Context: an optimization exercise on an open-source flow, tuned for small area. The choices shown serve that exercise and are no tape-out recipe. Only simulation tests tie the RTL to the original design; equivalence was not proved. Power and IR drop assume default switching activity.

==> flow/design.v <==
module digital_clock_lcd (
    input             clk,
    input             resetn,
    input             set_en,
    input      [11:0] set_year,
    input      [4:0]  set_month,
    input      [4:0]  set_day,
    input      [4:0]  set_hour,
    input      [5:0]  set_min,
    input      [5:0]  set_sec,
    output            lcd_e,
    output            lcd_rs,
    output            lcd_rw,
    output     [7:0]  lcd_data
);
    assign lcd_rw = 1'b0;
    reg [3:0] cb;
    reg [1:0] ca;
    wire cb9  = cb[3] & cb[0];
    wire tick = cb9 & ca[1] & ca[0];
    wire t0   = ~cb[3] & ~cb[2] & ~cb[1] & ~cb[0] & ~ca[1] & ~ca[0];
    always @(posedge clk or negedge resetn) begin
        if (!resetn) begin
            cb <= 4'd8; ca <= 2'd3;
        end else begin
            cb <= cb9 ? 4'd0 : cb + 4'd1;
            if (cb9) ca <= ca + 2'd1;
        end
    end
    assign lcd_e = ~ca[1] & ca[0];
    reg [7:0] sc;
    wire sc249 = sc[7] & sc[6] & sc[5] & sc[4] & sc[3] & ~sc[2] & sc[0];
    wire adv   = t0 & sc249;
    always @(posedge clk or negedge resetn) begin
        if (!resetn) sc <= 8'hff;
        else if (t0) sc <= sc249 ? 8'd0 : sc + 8'd1;
    end
    reg [11:0] year;
    reg [3:0]  month;
    reg [4:0]  day;
    reg [4:0]  hour;
    reg [5:0]  min;
    reg [5:0]  sec;
    reg [4:0] dim;
    always @* begin
        case (month)
            4'd4, 4'd6, 4'd9, 4'd11: dim = 5'd30;
            4'd2:                    dim = 5'd28;
            default:                 dim = 5'd31;
        endcase
    end
    always @(posedge clk or negedge resetn) begin
        if (!resetn) begin
            year  <= 12'd2024;
            month <= 4'd1;
            day   <= 5'd1;
            hour  <= 5'd0;
            min   <= 6'd0;
            sec   <= 6'd0;
        end else if (set_en) begin
            year  <= set_year;
            month <= set_month[3:0];
            day   <= set_day;
            hour  <= set_hour;
            min   <= set_min;
            sec   <= set_sec;
        end else if (adv) begin
            if (sec == 6'd59) begin sec <= 6'd0;
                if (min == 6'd59) begin min <= 6'd0;
                    if (hour == 5'd23) begin hour <= 5'd0;
                        if (day == dim) begin day <= 5'd1;
                            if (month == 4'd12) begin month <= 4'd1; year <= year + 12'd1; end
                            else month <= month + 4'd1;
                        end else day <= day + 5'd1;
                    end else hour <= hour + 5'd1;
                end else min <= min + 6'd1;
            end else sec <= sec + 6'd1;
        end
    end
    reg       ln;
    reg [4:0] p;
    wire      pz = (p == 5'd0);
    wire       nln = pz ? ~ln : ln;
    wire [4:0] np  = pz ? 5'd15 : p + 5'd1;
    always @(posedge clk or negedge resetn) begin
        if (!resetn) begin
            ln <= 1'b0; p <= 5'd7;
        end else if (tick) begin
            ln <= nln; p <= np;
        end
    end
    function [3:0] add3;
        input [3:0] a;
        reg g;
        begin
            g = a[3] | (a[2] & (a[1] | a[0]));
            add3[3] = g;
            add3[2] = (a[3] & a[0]) | (a[2] & ~a[1] & ~a[0]);
            add3[1] = (a[3] & ~a[0]) | (~a[2] & a[1]) | (a[2] & a[1] & a[0]);
            add3[0] = a[0] ^ g;
        end
    endfunction
    function [15:0] bcd12;
        input [11:0] y;
        integer i;
        reg [27:0] s;
        begin
            s = {16'b0, y};
            for (i = 0; i < 12; i = i + 1) begin
                if (i >= 3) s[15:12] = add3(s[15:12]);
                if (i >= 6) s[19:16] = add3(s[19:16]);
                if (i >= 9) s[23:20] = add3(s[23:20]);
                s = s << 1;
            end
            bcd12 = s[27:12];
        end
    endfunction
    reg [11:0] cv;    
    reg [1:0]  cs;    
    always @* begin
        cv = 12'd0; cs = 2'd0;
        if (!nln) begin
            case (np[3:0])
                4'd0: begin cv = year; cs = 2'd3; end
                4'd1: begin cv = year; cs = 2'd2; end
                4'd2: begin cv = year; cs = 2'd1; end
                4'd3: begin cv = year; cs = 2'd0; end
                4'd5: begin cv = month; cs = 2'd1; end
                4'd6: begin cv = month; cs = 2'd0; end
                4'd8: begin cv = day; cs = 2'd1; end
                4'd9: begin cv = day; cs = 2'd0; end
                default: ;
            endcase
        end else begin
            case (np[3:0])
                4'd0: begin cv = hour; cs = 2'd1; end
                4'd1: begin cv = hour; cs = 2'd0; end
                4'd3: begin cv = min;  cs = 2'd1; end
                4'd4: begin cv = min;  cs = 2'd0; end
                4'd6: begin cv = sec;  cs = 2'd1; end
                4'd7: begin cv = sec;  cs = 2'd0; end
                default: ;
            endcase
        end
    end
    wire [15:0] cb16 = bcd12(cv);
    wire [3:0]  nd = cb16[cs*4 +: 4];
    reg [3:0] dreg;
    always @(posedge clk) begin
        if (tick) dreg <= nd;
    end
    reg [7:0] od;
    always @* begin
        od = 8'h00;
        if (p[4]) begin
            if (!ln) begin
                case (p[3:0])
                    4'd0, 4'd1, 4'd2, 4'd3, 4'd5, 4'd6, 4'd8, 4'd9: od = {4'h3, dreg};
                    4'd4, 4'd7: od = 8'h2F;
                    default: od = 8'h20;
                endcase
            end else begin
                case (p[3:0])
                    4'd0, 4'd1, 4'd3, 4'd4, 4'd6, 4'd7: od = {4'h3, dreg};
                    4'd2, 4'd5: od = 8'h3A;
                    default: od = 8'h20;
                endcase
            end
        end else begin
            case (p[3:0])
                4'd0:  od = 8'h02;
                4'd9:  od = 8'h38;
                4'd10: od = 8'h08;
                4'd11: od = 8'h01;
                4'd12: od = 8'h06;
                4'd13: od = 8'h0C;
                4'd14: od = 8'h02;
                4'd15: od = ln ? 8'hC0 : 8'h80;
                default: od = 8'h00;
            endcase
        end
    end
    assign lcd_rs   = p[4];
    assign lcd_data = od;
endmodule
==> flow/flow/run.sh <==
#!/bin/bash
# Own layout flow: the standard synthesis, then an area re-mapping of the
# combinational logic (registers untouched), then the standard ORFS layout with
# small port buffers and a small clock tree.
set -euo pipefail
W=$(pwd)
R=$W/orfs/results/${FLOW_PLATFORM}/digital_clock_lcd/base
LIB=$FLOW_HOME/platforms/${FLOW_PLATFORM}/lib/sky130_fd_sc_hd__tt_025C_1v80.lib
YOSYS=$(command -v yosys || echo $FLOW_HOME/../tools/install/yosys/bin/yosys)

bash standard.sh synth > $W/log_synth.txt 2>&1
cp $R/1_2_yosys.v $W/synth_standard.v

sed -e "s#@LIB@#$LIB#g" -e "s#@IN@#$W/synth_standard.v#g" -e "s#@OUT@#$W/synth_reopt.v#g" \
    -e "s#@SCRIPT@#$W/flow/area.abc#g" -e "s#@TOP@#$FLOW_TOP#g" $W/flow/reopt.ys > $W/reopt.ys
$YOSYS -s $W/reopt.ys > $W/log_reopt.txt 2>&1
cp $W/synth_reopt.v $R/1_2_yosys.v
rm -f $R/1_synth.odb $R/1_synth.sdc

bash standard.sh \
  BUFFER_PORTS_ARGS="-buffer_cell sky130_fd_sc_hd__buf_1" \
  CTS_ARGS="-sink_clustering_enable -repair_clock_nets -dont_use_dummy_load -buf_list sky130_fd_sc_hd__clkbuf_4 -root_buf sky130_fd_sc_hd__clkbuf_8 -sink_clustering_size 10" \
  finish > $W/log_layout.txt 2>&1
==> flow/flow/area.abc <==
strash
&get -n
&deepsyn -T 40
&put
dch -f
map -a
topo
dnsize
==> flow/flow/reopt.ys <==
read_liberty -ignore_miss_func @LIB@
read_verilog @IN@
hierarchy -top @TOP@
setattr -mod -set keep_hierarchy 1 sky130_fd_sc_hd__df* sky130_fd_sc_hd__edf*
flatten
opt -purge
abc -script @SCRIPT@ -liberty @LIB@ -dont_use *probe* -dont_use *lpflow*
select @TOP@
opt_clean -purge
hilomap -singleton -hicell sky130_fd_sc_hd__conb_1 HI -locell sky130_fd_sc_hd__conb_1 LO
splitnets
opt_clean -purge
write_verilog -noattr -noexpr -nohex -nodec -selected @OUT@
==> flow/standard.sh <==
#!/bin/bash
# synth_recipe.tcl (not shown) runs the flow's synth.tcl, then flattens the netlist and writes it again
# the make line also repeats each setting of config.mk as NAME=value (left out here)
make -C /OpenROAD-flow-scripts/flow DESIGN_CONFIG=/design/flow/config.mk WORK_HOME=/design/flow/orfs CLKGATE_MAP_FILE= SYNTH_SCRIPT=/design/flow/synth_recipe.tcl "${@:-finish}"
==> flow/config.mk <==
export PLATFORM = sky130hd
export DESIGN_NAME = digital_clock_lcd
export DESIGN_NICKNAME = digital_clock_lcd
export VERILOG_FILES = /design/flow/design.v
export SDC_FILE = /design/flow/constraint.sdc
export NUM_CORES = 4
export LEC_CHECK = 0
export ABC_AREA = 1
export CAP_MARGIN = 20
export CORE_MARGIN = 2
export CORE_UTILIZATION = 40
export SLEW_MARGIN = 20
==> flow/constraint.sdc <==
create_clock -name core_clock -period 12.0 [get_ports {clk}]
set_input_delay 2.4000 -clock core_clock [delete_from_list [all_inputs] [get_ports {clk}]]
set_output_delay 2.4000 -clock core_clock [all_outputs]
set_load 0.01 [all_outputs]
==> results of run 1 <==
## tightest hold or removal path: stages (launching register included)
cell      delay (ns)
dfstp_2         0.37
clkinv_1        0.05
a21oi_1         0.06
## cell usage in the layout, fill, tap and decap left out, drive strengths merged, types with 4 or more instances in the layout
cell type and count:
a221oi 6, nand3 15, o21ai 57, o31ai 18, o22ai 5, xor2 13
clkbuf 11, buf 50, a32o 4, a22oi 4, and3 5, nor2 131
nand2 116, nor3 25, nand4 4, dfstp 23, clkinv 112, edfxtp 4
a21oi 29, dfrtp 35
## through the flow
step	std cells	total power, mW	util
after floorplan	631	0.308	-
after global placement	819	0.338	0.448
after detailed placement	819	0.341	0.448
after CTS	828	0.483	0.460
after global routing	828	0.510	0.460
final	828	0.479	0.460
## registers in the layout, summed over array words and instances, names as in the netlist
register,count
ca,2
cb,4
day,5
dreg,4
hour,5
ln,1
min,6
month,4
p,5
sc,8
sec,6
year,12
## report_power, final
group / switching [mW] / internal, mW
registers: 0.0138 / 0.225
logic: 0.0660 / 0.0334
clock network: 0.0743 / 0.0667
total: 0.154 / 0.325
## layer usage
layer / up-vias / part of all wire
met1: 1994 / 0.49
met5: - / 0
li1: 2249 / -
met4: 0 / 0.013
met2: 106 / 0.46
met3: 12 / 0.044
## area by class of cell
type | instances | area, sq um
repair buffers | 52 | 205
clock buffers | 9 | 124
multi-input cells | 457 | 2210
well taps | 136 | 170
inverters | 112 | 420
fillers | 1096 | 5550
flip-flops and latches | 62 | 1600
## worst paths after layout
kind                       slack (ns)       end    from  depth (start not counted)
setup reg to reg                 5.70  year[10]   ca[1]                         38
min in group asynchronous        2.19        ln  resetn                          2
hold / removal                   0.47     sc[6]   sc[6]                          2
hold reg to reg                  0.47     sc[6]   sc[6]                          2
max in group asynchronous        9.30   hour[0]  resetn                          2
setup / recovery                 5.70  year[10]   ca[1]                         38
==> run summary, run 1 <==
Clock Sinks 62; Syn. warnings 1; worst-path fanout max 7; Antenna diodes 0; drt pass-1 iters 6; Clock transition at path regs 0.08 ns; Worst path most repeated cell clkinv_1; Critical Path AT 6.55 ns; RSZ-0062 raised after global routing false; post-route antenna net violation count 0; synthesized area 4230 sq um; fraction of layout cells with a size suffix above 1 0.0535; initial core utilization 0.412; clk_skew 0.0299 ns; DRC viols 0; PwrDens 101 nW/um^2; largest net degree at the start of global routing 59; fmax 0.159 GHz; met2 Use GR 0.329; crit-path leading delay family simple AND/OR/NAND/NOR gates; Slowest-stage cell, CP dfstp_2; Worst EP required 12.25 ns; wire length per cell 13.2 um; initial DRC count 264; worst skew pair latency 0.36 ns; Post-DP Area 4610 sq um; RePlAce Congestion 0.895; total number of vias 4361; Leak 1.83 nW; core region area 10300 sq um; max cap viols 0; WP buf/inv 11; worst vdd ir 0.0463 mV; nets@finish 736; min Tclk post-route 6.30 ns; hpwl dp 8380 um; number of global-route vias before repair 4055; Final Cycle Share 0.525; Synthesized Nets 673; CTS tree yes; Setup WS post-layout 5.70 ns; busiest grt layer met2; Mapped Cells 631; Final Slew Violations 0; crit path capture type flip-flop; Resize count post-CTS 0; vias per cell 5.27; Num CTS Buffers 9; Slew headroom 0.507; # port buffers 50; Site Rows 37; CTS root buf clkbuf_8; Mapped Avg Cell Area 6.71 sq um; GR Util met1 0.285; DIE AREA 11400 sq um; Final setup viols 0; worst slew pin tran 0.740 ns; initial antenna violation count 0; WS Path Type reg -> reg; Total GRT Usage 0.206; Routed WL 10900 um; # IOs 53; first-pass GRT wire length 18800 um; Startpoint Class flip-flop; CTS H-tree depth 3; Worst Hold Class reg -> reg; final hold slack 0.469 ns; Die Span Y 107 um; status complete, no violations; met3 usage 0.0365; cts-stage hold buffer count 0; Hold Vio Cnt, Final 0; slowest stage delay, CP 0.39 ns; Worst Setup Slack post-DPL 5.76 ns; maximum buffer depth of the clock tree 2; design area 4730 sq um; Setup Fix Bufs, Post-CTS 0; Fin Setup TNS 0 ns; total gr overflow 0; synthesis-to-finish area growth 11.8%; Die Wd 107 um
==> run 2: changes to the inputs <==
--- a/flow/flow/run.sh
+++ b/flow/flow/run.sh
@@ -19,5 +19,5 @@
 
 bash standard.sh \
   BUFFER_PORTS_ARGS="-buffer_cell sky130_fd_sc_hd__buf_1" \
-  CTS_ARGS="-sink_clustering_enable -repair_clock_nets -dont_use_dummy_load -buf_list sky130_fd_sc_hd__clkbuf_4 -root_buf sky130_fd_sc_hd__clkbuf_8 -sink_clustering_size 10" \
+  CTS_ARGS="-sink_clustering_enable -repair_clock_nets -dont_use_dummy_load -buf_list \"sky130_fd_sc_hd__clkbuf_4 sky130_fd_sc_hd__clkbuf_8\" -root_buf sky130_fd_sc_hd__clkbuf_8" \
   finish > $W/log_layout.txt 2>&1
==> run 2 against run 1 <==
Against the previous run:
- the flow now stops in clock tree synthesis (4_1_cts)
- area after synthesis stayed put
- synthesized cell count is the same
==> run summary, run 2 <==
Failed at clock tree synthesis (4_1_cts); Die Span Y 107 um; initial core utilization 0.412; RePlAce Congestion 0.895; Synthesized Nets 673; # IOs 53; # port buffers 50; hpwl dp 8380 um; Mapped Avg Cell Area 6.71 sq um; status aborted with a tool error; Site Rows 37; Die Wd 107 um; synthesized area 4230 sq um; Run Error [ERROR STA-0564] clock_tree_synthesis positional arguments not supported.; Syn. warnings 1; Mapped Cells 631
## run 2: power by group through the flow
| stage | sequential [mW] | combinational (mW) | clock (mW) |
|---|---|---|---|
| 2_1_floorplan | 0.238 | 0.0706 | 0 |
| 3_5_place_dp | 0.242 | 0.0984 | 0 |
| 3_3_place_gp | 0.242 | 0.0959 | 0 |
## run 2: worst max-delay path by stage
stage / startpoint / cells past startpoint / endpoint
floorplan: ca[1] / 39 / year[11]
global placement: ca[1] / 38 / year[10]
detailed placement: ca[1] / 38 / year[10]
## run 2: metrics by stage
step,worst slack [ns],util,area [sq um],instances
3_3_place_gp,5.92,0.448,4610,819
2_1_floorplan,6.98,-,4230,631
3_5_place_dp,5.76,0.448,4610,819
==> run 3: changes to the inputs <==
==> flow/run.sh (new file) <==
#!/bin/bash
# synth_recipe.tcl (not shown) runs the flow's synth.tcl, then flattens the netlist and writes it again
# the make line also repeats each setting of config.mk as NAME=value (left out here)
make -C /OpenROAD-flow-scripts/flow DESIGN_CONFIG=/design/flow/config.mk WORK_HOME=/design/flow/orfs CLKGATE_MAP_FILE= SYNTH_SCRIPT=/design/flow/synth_recipe.tcl finish
removed: flow/flow/run.sh
removed: flow/flow/area.abc
removed: flow/flow/reopt.ys
removed: flow/standard.sh
==> run 3 against run 2 <==
Against the previous run:
- the run now finishes clean
- area after synthesis rose by 26%
- synthesized cell count rose by 25%
==> run summary, run 3 <==
Site Rows 42; initial antenna violation count 0; hpwl dp 10200 um; Final setup viols 0; cts-stage hold buffer count 0; #FFs+latches synth 62; synthesis-to-finish area growth 18.0%; WHS Endpoint cb[3]; wire length per cell 13.1 um; Final Slew Violations 0; Mapped Cells 786; min Tclk post-route 6.36 ns; Area contributors post-synth dfrtp_1 16%, nand2_1 13%, dfstp_2 11%, inv_1 9.3%, o21ai_0 6.6%; Hold Vio Cnt, Final 0; CTS root buf clkbuf_16; worst-path fanout max 39; Slew headroom 0.498; CTS H-tree depth 3; Seq/Total Area, Yosys 0.300; r2r worst-path depth 31; Final Cycle Share 0.530; Setup Fix Bufs, Post-CTS 0; vias per cell 5.13; # port buffers 50; Largest Register year; Total GRT Usage 0.193; Synth top area share 0.164; total number of vias 5227; status complete, no violations; count leader, synth nand2_1; initial DRC count 327; CTS tree yes; number of global-route vias before repair 4895; Clock Sinks 62; Worst EP required 12.25 ns; Regs by FF count year: 12 flops, sc: 8 flops; fin util 0.479; Largest register FFs 12; RSZ-0062 raised after global routing false; reg2reg start p[0]; RePlAce Congestion 0.902; DIE AREA 14300 sq um; Final Non-Filler Cells 1019; FF-to-FF setup slack 7.02 ns; Resize count post-CTS 0; post-synthesis async set-or-reset flop share 0.935; drt pass-1 iters 5; largest net degree at the start of global routing 59; synthesized area 5330 sq um; clk_skew 0.00677 ns; max cap viols 0; leading cell types in the layout, fill and taps excluded 178 x nand2_1, 132 x inv_1, 70 x o21ai_0; Startpoint Class input port; fraction of layout cells with a size suffix above 1 0.104; Num CTS Buffers 9; crit path capture type flip-flop; worst slew pin tran 0.753 ns; Leak 2.99 nW; R2R Path End dreg[0]; Routed WL 13400 um; core region area 13100 sq um; most common cell after layout, fill and taps aside nand2_1; Critical Path AT 6.61 ns; fillcell total 1298; Fin Setup TNS 0 ns; total gr overflow 0; WS Path Type in -> reg; worst skew pair latency 0.34 ns; post-route antenna net violation count 0; Worst Hold Class reg -> reg; Synthesized Nets 846; EDFF count, synth 4; Die Wd 119 um; # IOs 53; initial core utilization 0.406; top_reg_cell synth dfrtp_1; maximum buffer depth of the clock tree 2; area leader, netlist dfrtp_1; PwrDens 121 nW/um^2; Die Span Y 119 um; library cells used by synthesis 53; nets@finish 898; Syn. warnings 1; Mapped Avg Cell Area 6.78 sq um; Hold Startpoint cb[3]; Antenna diodes 0; Synth top cells by count 178 x nand2_1, 132 x inv_1, 70 x o21ai_0; Hold Path Cell Cnt 2; first-pass GRT wire length 22500 um; fmax 0.157 GHz; DRC viols 0; Clock transition at path regs 0.06 ns; worst vdd ir 0.0723 mV; dpl cells 1003
==> run 3: where the power goes <==
part	switching [mW]	internal [mW]	total, mW
sequential	0.0399	0.255	0.295
clock	0.101	0.167	0.267
combinational	0.121	0.0813	0.202
total	0.261	0.503	0.764
==> run 3: kinds of logic after synthesis <==
group / count (synthesis) / share of synthesized area
simple gates: 333 / 0.273
compound gates: 197 / 0.232
buf+inv: 153 / 0.114
flops: 62 / 0.300
xor+xnor: 22 / 0.0375
fa+ha+maj: 18 / 0.0422
other cells: 1 / 0.000703
==> run 3: routing by layer <==
layer  GRT usage  vias up  wire length (um)
met2       0.309       85              6150
met4      0.0610        0               206
met3      0.0369       15               519
met5           0        -                 0
li1            -     2713                 -
met1       0.262     2414              6480
==> run 3: cell type report <==
cell class                      instances  area, sq um  share of cell area
Clock buffer                           11          243              0.0386
Clock inverter                          5         57.6             0.00915
Inverter                              140          526              0.0835
Multi-Input combinational cell        571         3120               0.496
Sequential cell                        62         1600               0.254
Tap cell                              176          220              0.0350
Timing Repair Buffer                   54          526              0.0835
==> run 3: worst max-delay path by stage <==
| stage | start | to | slack (ns) |
|---|---|---|---|
| floorplan | set_en | year[4] | 7.25 |
| global placement | set_en | year[8] | 5.28 |
| detailed placement | set_en | year[8] | 5.29 |
| CTS | set_en | year[8] | 5.63 |
| global route | set_en | year[8] | 5.09 |
| finish | set_en | year[8] | 5.64 |
==> run 3: stage by stage <==
stage | worst slack, ns | cell area (sq um) | hold slack, ns | power [mW]
CTS | 5.63 | 6290 | 0.483 | 0.770
finish | 5.64 | 6290 | 0.475 | 0.764
global route | 5.09 | 6290 | 0.511 | 0.814
floorplan | 7.25 | 5330 | 0.451 | 0.434
detailed placement | 5.29 | 5990 | 0.476 | 0.497
global placement | 5.28 | 5990 | 0.463 | 0.490
==> run 3: worst max-delay path, stage by stage <==
cell	delay, ns
clkdlybuf4s50_1	0.45
buf_4	0.36
nor2_1	0.17
nor2_1	0.44
inv_1	0.18
nor2_1	0.51
inv_1	0.12
nor2_1	0.22
clkinv_1	0.28
nor2_2	0.35
nand2_1	0.33
inv_1	0.39
o21ai_0	0.16
a22oi_1	0.17
a21oi_1	0.06

[port drivers added, routing unchanged]
In the flow no input, the clock included, has a driving cell. The finished layouts below were timed again as built, in two steps. Step 1: set_driving_cell puts a clkbuf_16 on clk and a buf_2 on each other input, an assumption about the parent block. Step 2 moves the port delays by t, midway between the first and last clock arrival at a register: inputs arrive t later, outputs are due t later. That takes back most of the time a late clock gives input paths. Three values: no drivers, after step 1, after step 2; two values: the first two.
run | t, ns | slack for setup (ns) | hold WS [ns] | slew at the worst register clock pin (ns) | cell pins on the clock port's net
run 1 | 0.375 | 5.704 / 5.704 / 5.704 | 0.469 / 0.469 / 0.469 | 0.08 / 0.08 | 1
run 3 | 0.376 | 5.640 / 5.658 / 5.282 | 0.475 / 0.475 / 0.475 | 0.06 / 0.06 | 1
After both steps every run listed still meets setup and hold. For run 3, which loses most, drivers alone change the setup slack by +0.018 ns; drivers and shift together by -0.358 ns.
